Source: an optimization exercise on an open RTL-to-GDS flow (aim: small area). Production flows keep margins and buffers that such runs may drop. Only simulation tests tie the RTL to the original design; equivalence was not proved. No activity file was given, so power comes from the tool's default toggle rates.

==> flow/design.v <==
module alu_top
(
	input wire clk
	,input wire [31:0] input1In
	,input wire [31:0] input2In
	,input wire [3:0] opType
	,output reg [31:0] resultOut
);
	reg [31:0] a_q;
	reg [31:0] b_q;
	reg [3:0] op_q;
	wire [31:0] alu_y;
	always @(posedge clk)
	begin
		a_q<=input1In;
		b_q<=input2In;
		op_q<=opType;
		resultOut<=alu_y;
	end
	aluRv32i aluRv32iInst
	(
		.input1In (a_q)
		,.input2In (b_q)
		,.opType   (op_q)
		,.resultOut(alu_y)
	);
endmodule

module aluRv32i
#(
	parameter INT32W=32
	,parameter OPW=4
)
(	
	input wire [INT32W-1:0] 	input1In
	,input wire [INT32W-1:0] 	input2In
	,input wire [OPW-1:0]		opType
	,output reg [INT32W-1:0]	resultOut
);
	localparam ADD_TYPE=4'd0;
	localparam AND_TYPE=4'd1;
	localparam ORR_TYPE=4'd2;
	localparam XOR_TYPE=4'd3;
	localparam SLL_TYPE=4'd4;
	localparam SRL_TYPE=4'd5;
	localparam SRA_TYPE=4'd6;
	localparam SLT_TYPE=4'd7;
	localparam SLU_TYPE=4'd8;
	wire signed [INT32W-1:0] input2InSigned;
	wire signed [INT32W-1:0] input1InSigned;
	assign input1InSigned=input1In;
	assign input2InSigned=input2In;
	always @(*)
	begin
		case(opType)
			ADD_TYPE:
				resultOut=input1In+input2In;
			AND_TYPE:
				resultOut=input1In&input2In;
			ORR_TYPE:
				resultOut=input1In|input2In;
			XOR_TYPE:
				resultOut=input1In^input2In;
			SLL_TYPE:
				resultOut=input1In<<input2In[4:0];
			SRL_TYPE:
				resultOut=input1In>>input2In[4:0];
			SRA_TYPE:
				resultOut=input1InSigned>>>input2In;
			SLT_TYPE:
				resultOut=input1InSigned<input2InSigned;
			SLU_TYPE:
				resultOut=input1In<input2In;
			default:
				resultOut=0;
		endcase
	end
endmodule
==> flow/run.sh <==
#!/bin/bash
# synth_recipe.tcl (not shown) runs the flow's synth.tcl, then flattens the netlist and writes it again
# the make line also repeats each setting of config.mk as NAME=value (left out here)
make -C /OpenROAD-flow-scripts/flow DESIGN_CONFIG=/design/flow/config.mk WORK_HOME=/design/flow/orfs CLKGATE_MAP_FILE= SYNTH_SCRIPT=/design/flow/synth_recipe.tcl finish
==> flow/config.mk <==
export PLATFORM = sky130hd
export DESIGN_NAME = alu_top
export DESIGN_NICKNAME = alu_top
export VERILOG_FILES = /design/flow/design.v
export SDC_FILE = /design/flow/constraint.sdc
export NUM_CORES = 4
export LEC_CHECK = 0
export CAP_MARGIN = 20
export CORE_MARGIN = 2
export CORE_UTILIZATION = 40
export SLEW_MARGIN = 20
==> flow/constraint.sdc <==
create_clock -name core_clock -period 5.0 [get_ports {clk}]
set_input_delay 1.0000 -clock core_clock [delete_from_list [all_inputs] [get_ports {clk}]]
set_output_delay 1.0000 -clock core_clock [all_outputs]
set_load 0.01 [all_outputs]
==> results_dict.tcl, run 1 <==
set metrics [dict create \
    synth_warnings 2 \
    core-area_um2 25100 \
    clkSinkCount 100 \
    cts_hold_buf 0 \
    synth_cell_type_count 70 \
    postCtsSetupBuffers 0 \
    start_util 0.407 \
    post-dp-hpwl_um 33700 \
    nNetsFinal 1519 \
    dpl.cell_count 1671 \
    portBuffers 100 \
    wl_um 44200 \
    grt_max_degree 72 \
    die_h_um 164 \
    grt_first_pass_wirelength_um 65100 \
    route.detailed.drc 0 \
    cts_buffers 9 \
    synth_nets 1477 \
    postRouteAntennaNets 0 \
    wire_per_inst_um 26.2 \
    synth_area_um2 10200 \
    syn_avg_cell_area_um2 7.81 \
    grt_pass1_vias 9952 \
    cts_root_buf "clkbuf_16" \
    cts_buffer_depth 2 \
    ir_worst_vdd_v 0.000128 \
    ys_seq_area_frac 0.196 \
    max_slew_margin 0.342 \
    ios 101 \
    clkLatencyLatePin_ns 0.37 \
    ys_ff_latch 100 \
    rows 58 \
    clock.fmax_mhz 265 \
    setup_viol 0 \
    dieArea_um2 26900 \
    crit_arrival_ns 4.02 \
    rsz0062_at_grt "no" \
    synth_edf_count 0 \
    drive_gt1_frac 0.0803 \
    hold_path.class "flip-flop to flip-flop" \
    maxCapViolCount 0 \
    h-tree-depth 3 \
    drt_iter0_drc 1763 \
    die_w_um 164 \
    slew_viol_final 0 \
    reg2reg_slack_ns 1.22 \
    area_growth_pct 15.3 \
    fin_cells 1688 \
    tns_ns 0 \
    grt_overflow 0 \
    required_ns 5.25 \
    cts_tree "built" \
    p_leak_uw 0.00499 \
    n_fill_cell 2582 \
    synthFlopType "dfxtp_1" \
    fin_crit_sh 0.755 \
    finClkSkew_ns 0.0107 \
    final-hold-violation-count 0 \
    slowest_stage "inv_2" \
    place.gp.congestion 1.03 \
    path_max_fanout 37 \
    period_needed_ns 3.78 \
    viasPerCell 6.56 \
    grt_usage 0.327 \
    endpoint_kind "flip-flop" \
    antenna_found_initial 1 \
    drt-pass1-iter-count 6 \
    cts_resized 0 \
    start_kind "flip-flop" \
    synth-async-reset-ratio 0 \
    power_density_nw_per_um2 228 \
    outcome "finished clean" \
    path_clk_slew_ns 0.08 \
    max_stage_delay_ns 0.58 \
    worstPathCellList "inv_2, ha_1, a21o_1, a221oi_2, o221ai_2, a41o_1, a311oi_4, o21bai_2, and3_1, or4_1" \
    tightest_slew_ns 0.984 \
    vias 11080 \
    syn_inst 1310 \
    crit_type "flip-flop to flip-flop" \
]
==> routing by layer <==
layer	wire length, um	global-route usage	part of all wire
met1	18400	0.466	0.42
met2	18600	0.481	0.42
met3	5610	0.0808	0.13
met4	1540	0.107	0.035
met5	0	0	0
==> through the flow <==
stage                      util  cell area, um^2  total power (uW)  worst slack, ns  hold slack (ns)
after floorplan               -            10200              1520             1.35            0.570
after global placement    0.457            11500              1910             1.33            0.702
after detailed placement  0.457            11500              1910             1.29            0.712
after CTS                 0.470            11800              2660             1.27            0.722
after global routing      0.470            11800              2800             1.13            0.749
final                     0.470            11800              2690             1.22            0.703
==> registers in the layout (all words and copies together) (netlist names) <==
register   cells
op_q           4
resultOut     32
a_q           32
b_q           32
==> power by group <==
group	internal (uW)	switching (uW)
clock	406	352
sequential	855	76.4
combinational	395	606
total	1660	1040
==> path summary, 6_finish.rpt <==
check | end | cells after the start | start
max reg2reg | resultOut[30]$_DFF_P_ | 10 | b_q[2]$_DFF_P_
min | resultOut[3]$_DFF_P_ | 2 | b_q[5]$_DFF_P_
max | resultOut[30]$_DFF_P_ | 10 | b_q[2]$_DFF_P_
min reg2reg | resultOut[3]$_DFF_P_ | 2 | b_q[5]$_DFF_P_
==> kinds of logic after synthesis <==
group                    count (synthesis)  share of synthesized area
AO/OA/AOI/OAI                          416                      0.274
AND/OR/NAND/NOR                        390                      0.174
adder cells (fa/ha/maj)                 98                      0.121
XOR/XNOR                                17                     0.0146
multiplexers                           110                      0.153
buffers and inverters                  179                     0.0683
flip-flops                             100                      0.196
==> Yosys cell counts (6+ instances only) <==
library cell	n	area, um^2
a2111oi_0	6	52.6
a211o_1	11	96.3
a211oi_1	20	150
a21o_1	17	128
a21oi_1	107	536
a221o_1	12	120
a221oi_1	20	175
a22oi_1	6	45.0
a31oi_1	9	56.3
and3_1	11	68.8
buf_1	9	33.8
buf_2	12	60.1
clkbuf_1	73	274
dfxtp_1	100	2000
ha_1	97	1210
inv_1	80	300
mux2_2	9	101
mux2i_1	65	651
mux4_2	36	811
nand2_1	127	477
nand2b_1	9	56.3
nand3_1	25	125
nand4_1	11	68.8
nor2_1	123	462
nor2b_1	6	37.5
nor3_1	33	165
nor4_1	17	106
o211ai_1	20	150
o21ai_0	87	435
o21bai_1	9	67.6
o221ai_1	8	70.1
o22ai_1	17	106
o311ai_0	13	114
o31ai_1	11	82.6
or3_1	6	37.5
or4_1	6	45.0
xnor2_1	9	78.8
xor2_1	8	70.1
==> worst max-delay path: cells and delay by family (launching register included) <==
family	cells	cell delay, ns
adders and majority gates	1	0.41
DFF	1	0.33
AOI/OAI and AO/OA	6	1.69
and+or+nand+nor	2	0.64
buffers and inverters	1	0.58
==> layout make-up <==
class / count / area (um^2) / share of cell area
Antenna cell: 1 / 2.50 / 0.000212
Clock buffer: 10 / 239 / 0.0203
Clock inverter: 6 / 68.8 / 0.00583
Inverter: 82 / 308 / 0.0261
Multi-Input combinational cell: 1031 / 7540 / 0.640
Sequential cell: 100 / 2010 / 0.170
Tap cell: 330 / 413 / 0.0350
Timing Repair Buffer: 128 / 1210 / 0.103
==> cell usage in the layout, fill, tap and decap left out, drive strengths merged, types with 22 or more instances in the layout <==
master	n
nand2	127
nor2	123
a21oi	107
clkdlybuf4s50	100
dfxtp	100
ha	97
o21ai	89
inv	83
mux2i	65
mux4	36
nor3	33
buf	28
nand3	25
a221oi	22
==> inputs of run 2 (changes only) <==
==> flow/design.v (replaced) <==
module alu_top
(
	input wire clk
	,input wire [31:0] input1In
	,input wire [31:0] input2In
	,input wire [3:0] opType
	,output reg [31:0] resultOut
);
	reg [31:0] a_q;
	reg [31:0] b_q;
	reg [3:0] op_q;
	wire [31:0] alu_y;
	always @(posedge clk)
	begin
		a_q<=input1In;
		b_q<=input2In;
		op_q<=opType;
		resultOut<=alu_y;
	end
	aluRv32i aluRv32iInst
	(
		.input1In (a_q)
		,.input2In (b_q)
		,.opType   (op_q)
		,.resultOut(alu_y)
	);
endmodule

module aluRv32i
#(
	parameter INT32W=32
	,parameter OPW=4
)
(
	input wire [INT32W-1:0] 	input1In
	,input wire [INT32W-1:0] 	input2In
	,input wire [OPW-1:0]		opType
	,output reg [INT32W-1:0]	resultOut
);
	wire [31:0] a = input1In;
	wire [31:0] b = input2In;
	wire [3:0]  op = opType;
	wire grpAL = ~op[3] & ~op[2];                     
	wire grpSH = ~op[3] & op[2] & ~(op[1] & op[0]);   
	wire isSLT = ~op[3] & op[2] & op[1] & op[0];      
	wire isSLU = op[3] & ~op[2] & ~op[1] & ~op[0];    
	wire [31:0] p = a ^ b;
	wire [31:0] g = a & b;
	wire [32:0] c;
	assign c[0] = 1'b0;
	genvar i;
	generate
		for (i = 0; i < 32; i = i + 1) begin : rc
			assign c[i+1] = g[i] | (p[i] & c[i]);
		end
	endgenerate
	wire enP = grpAL & ~(~op[1] & op[0]);         
	wire enC = grpAL & ~op[1] & ~op[0];           
	wire enG = grpAL & (op[1] ^ op[0]);           
	wire [31:0] al = (p & {32{enP}}) ^ ((c[31:0] & {32{enC}}) | (g & {32{enG}}));
	wire left  = ~op[1] & ~op[0];                 
	wire arith = op[1] & ~op[0];                  
	wire [31:0] arev;
	generate
		for (i = 0; i < 32; i = i + 1) begin : ra
			assign arev[i] = a[31-i];
		end
	endgenerate
	wire [31:0] s0 = (left ? arev : a) & {32{grpSH}};
	wire fill = grpSH & arith & a[31];
	wire big = arith & (|b[31:5]);
	wire [4:0] sa = b[4:0] | {5{big}};
	wire [31:0] s1 = sa[0] ? {fill, s0[31:1]} : s0;
	wire [31:0] s2 = sa[1] ? {{2{fill}}, s1[31:2]} : s1;
	wire [31:0] s3 = sa[2] ? {{4{fill}}, s2[31:4]} : s2;
	wire [31:0] s4 = sa[3] ? {{8{fill}}, s3[31:8]} : s3;
	wire [31:0] s5 = sa[4] ? {{16{fill}}, s4[31:16]} : s4;
	wire [31:0] s5rev;
	generate
		for (i = 0; i < 32; i = i + 1) begin : rs
			assign s5rev[i] = s5[31-i];
		end
	endgenerate
	wire [31:0] sh = left ? s5rev : s5;
	wire sgn = ~op[3];
	wire [31:0] dv = {sgn ? a[31] : b[31], b[30:0]};
	wire [31:0] d1, v1;
	assign d1 = p;
	assign v1 = dv;
	wire [15:0] d2, v2;
	wire [7:0] d3, v3;
	wire [3:0] d4, v4;
	wire [1:0] d5, v5;
	generate
		for (i = 0; i < 16; i = i + 1) begin : t2
			assign d2[i] = d1[2*i+1] | d1[2*i];
			assign v2[i] = d1[2*i+1] ? v1[2*i+1] : v1[2*i];
		end
		for (i = 0; i < 8; i = i + 1) begin : t3
			assign d3[i] = d2[2*i+1] | d2[2*i];
			assign v3[i] = d2[2*i+1] ? v2[2*i+1] : v2[2*i];
		end
		for (i = 0; i < 4; i = i + 1) begin : t4
			assign d4[i] = d3[2*i+1] | d3[2*i];
			assign v4[i] = d3[2*i+1] ? v3[2*i+1] : v3[2*i];
		end
		for (i = 0; i < 2; i = i + 1) begin : t5
			assign d5[i] = d4[2*i+1] | d4[2*i];
			assign v5[i] = d4[2*i+1] ? v4[2*i+1] : v4[2*i];
		end
	endgenerate
	wire lt = (d5[1] ? v5[1] : (d5[0] & v5[0])) & (isSLT | isSLU);
	always @(*)
	begin
		resultOut = al | sh;
		resultOut[0] = al[0] | sh[0] | lt;
	end
endmodule
--- a/flow/config.mk
+++ b/flow/config.mk
@@ -7,2 +7,3 @@
 export LEC_CHECK = 0
+export ABC_AREA = 1
 export CAP_MARGIN = 20
==> results_dict.tcl, run 2 <==
set metrics [dict create \
    final_area_um2 8130 \
    setup_viol 0 \
    ir_worst_vdd_v 0.000210 \
    vias 6714 \
    wl_met3_um 1770 \
    postRouteAntennaNets 0 \
    max_stage_delay_ns 0.36 \
    drt_iter0_drc 612 \
    reg2regPathDepth 59 \
    antenna_found_initial 0 \
    maxCapViolCount 0 \
    cp-endpoint "resultOut[28]$_DFF_P_" \
    reg2reg_to "resultOut[28]$_DFF_P_" \
    die_w_um 132 \
    route.detailed.drc 0 \
    clock.fmax_mhz 216 \
    grt_usage 0.252 \
    tightest_slew_ns 1.02 \
    hold_path.class "flip-flop to flip-flop" \
    viasPerCell 5.29 \
    final_cell_mix "nand2_1, o21ai_0, inv_1" \
    crit_start "b_q[1]$_DFF_P_" \
    wire_per_inst_um 17.3 \
    dieArea_um2 17400 \
    path_clk_slew_ns 0.07 \
    clkSinkCount 100 \
    cts_buffer_depth 2 \
    p_leak_uw 0.00367 \
    power_uw 2240 \
    ios 101 \
    met1_length_um 9320 \
    outcome "finished clean" \
    post-dp-hpwl_um 17900 \
    fin_crit_sh 0.927 \
    nNetsFinal 1154 \
    synth_warnings 2 \
    period_needed_ns 4.63 \
    die_h_um 132 \
    synth_cell_type_count 40 \
    wl_um 21900 \
    placement.cell_area_um2 7720 \
    r2r_start "b_q[1]$_DFF_P_" \
    wl_met2_um 9990 \
    synth-async-reset-ratio 0 \
    h-tree-depth 3 \
    crit_arrival_ns 4.88 \
    area_growth_pct 24.3 \
    synth_common_cells "nand2_1, o21ai_0, inv_1" \
    power_density_nw_per_um2 275 \
    endpoint_kind "flip-flop" \
    ys_seq_area_frac 0.306 \
    diodes 0 \
    final_core_util 0.510 \
    rows 46 \
    max_slew_margin 0.317 \
    core-area_um2 15900 \
    syn_avg_cell_area_um2 6.74 \
    yosysTopAreaCell "dfxtp_1" \
    synth_area_um2 6540 \
    required_ns 5.25 \
    cp_common_cell "nand2_1" \
    path_max_fanout 4 \
    rsz0062_at_grt "yes" \
    n_fill_cell 1650 \
    final_common_cell "nand2_1" \
    cts_buffers 9 \
    portBuffers 100 \
    reg2reg_slack_ns 0.37 \
    grt_max_degree 41 \
    synthFlopType "dfxtp_1" \
    cts_hold_buf 0 \
    synth_edf_count 0 \
    synth_nets 1076 \
    yosysMostFrequentCell "nand2_1" \
    clkLatencyLatePin_ns 0.35 \
    cts_root_buf "clkbuf_16" \
    grt_pass1_vias 6295 \
    grt_first_pass_wirelength_um 33900 \
    ys_ff_latch 100 \
    start_util 0.410 \
    largestRegisters "a_q (32), b_q (32), resultOut (32)" \
    highest_layer "met4" \
    start_kind "flip-flop" \
    drt-pass1-iter-count 5 \
    slew_viol_final 0 \
    syn_inst 971 \
    place.gp.congestion 0.921 \
    synthDominantCellAreaShare 0.306 \
    synthTopCellsByArea "dfxtp_1, nand2_1, o21ai_0" \
    final-hold-violation-count 0 \
    crit_type "flip-flop to flip-flop" \
    cts_tree "built" \
    grt_overflow 0 \
    finClkSkew_ns 0.00940 \
    drive_gt1_frac 0.0664 \
    slowest_stage "dfxtp_4" \
]
==> run 2: changes by cell type after synthesis, sizes merged, moves of 30 or more <==
cell,change
nand2,+120
a21oi,-78
ha,-61
nor2,-55
mux2i,-44
mux4,-36
clkbuf,-32
nor3,-30
==> run 2: logic make-up (layout without fill, tap and decap cells) <==
logic type                 Yosys count  count (layout)  synth area share
AOI/OAI and AO/OA                  248             248             0.231
xor gates and xnor gates            21              21            0.0281
adders and majority gates           36              36            0.0689
buffers and inverters              162             245            0.0934
DFF                                100             100             0.306
muxes                               21              21            0.0321
and+or+nand+nor                    383             383             0.241
==> run 2: timing repair <==
item	in CTS	in global routing
setup buffers	0	5
gates resized for setup	0	23
endpoints found under the setup margin	0	5
==> run 2: where the power goes <==
part	leakage (uW)	switching (uW)	internal [uW]	total, uW
registers	0.000842	43.0	868	911
logic	0.00269	365	274	639
clock network	0.000136	317	370	687
total	0.00367	726	1510	2240
==> run 2: routing by layer <==
layer	GRT usage	up-vias
met2	0.411	228
li1	-	3409
met4	0.109	0
met3	0.0607	43
met5	0	-
met1	0.318	3034
==> run 2: critical path, delay by kind of cell (launching register included) <==
| kind | cells | cell delay, ns |
|---|---|---|
| compound gates | 2 | 0.16 |
| fa+ha+maj | 1 | 0.28 |
| simple gates | 56 | 3.72 |
| flops | 1 | 0.36 |
==> run 2: metrics by stage <==
step / hold WS [ns] / setup WS [ns] / cells / TNS, ns
floorplan: 0.639 / 0.925 / 971 / 0
global placement: 0.764 / 0.516 / 1249 / 0
detailed placement: 0.779 / 0.398 / 1249 / 0
CTS: 0.805 / 0.382 / 1265 / 0
global route: 0.847 / -0.154 / 1270 / -0.594
finish: 0.787 / 0.365 / 1270 / 0
==> run 2: how the worst min path moves through the flow <==
| stage | depth (start not counted) | startpoint | end |
|---|---|---|---|
| 6_report | 3 | op_q[3]$_DFF_P_ | resultOut[0]$_DFF_P_ |
| 5_1_grt | 3 | op_q[3]$_DFF_P_ | resultOut[0]$_DFF_P_ |
| 4_1_cts | 3 | b_q[16]$_DFF_P_ | resultOut[16]$_DFF_P_ |
| 3_5_place_dp | 3 | b_q[16]$_DFF_P_ | resultOut[16]$_DFF_P_ |
| 3_3_place_gp | 3 | b_q[16]$_DFF_P_ | resultOut[16]$_DFF_P_ |
| 2_1_floorplan | 3 | op_q[3]$_DFF_P_ | resultOut[0]$_DFF_P_ |
==> run 2: final cells by class <==
type                            instances  area, um^2  share of cell area
Sequential cell                       100        2010               0.247
Multi-Input combinational cell        709        4000               0.492
Timing Repair Buffer                  118        1140               0.140
Clock buffer                           11         253              0.0311
Inverter                              111         417              0.0513
Clock inverter                          5        42.5             0.00523
Tap cell                              216         270              0.0333

==> separate check: timing with driven ports <==
How much do the figures lean on ideal ports? The routed layouts below were timed once more, with nothing changed but the port constraints. Step 1: set_driving_cell puts a clkbuf_16 on clk and a buf_2 on each other input, an assumption about the parent block. Step 2 also shifts input and output timing later by t, the mid clock arrival at the registers, as if the neighbouring blocks saw the same clock. Slacks: ideal ports / drivers / drivers and shift; pairs: ideal ports / drivers.
run | t, ns | setup WS [ns] | slew at the worst register clock pin (ns)
run 1 | 0.410 | 1.223 / 1.223 / 1.223 | 0.08 / 0.08
run 2 | 0.390 | 0.365 / 0.365 / 0.365 | 0.07 / 0.07
After both steps every run listed still meets setup and hold.
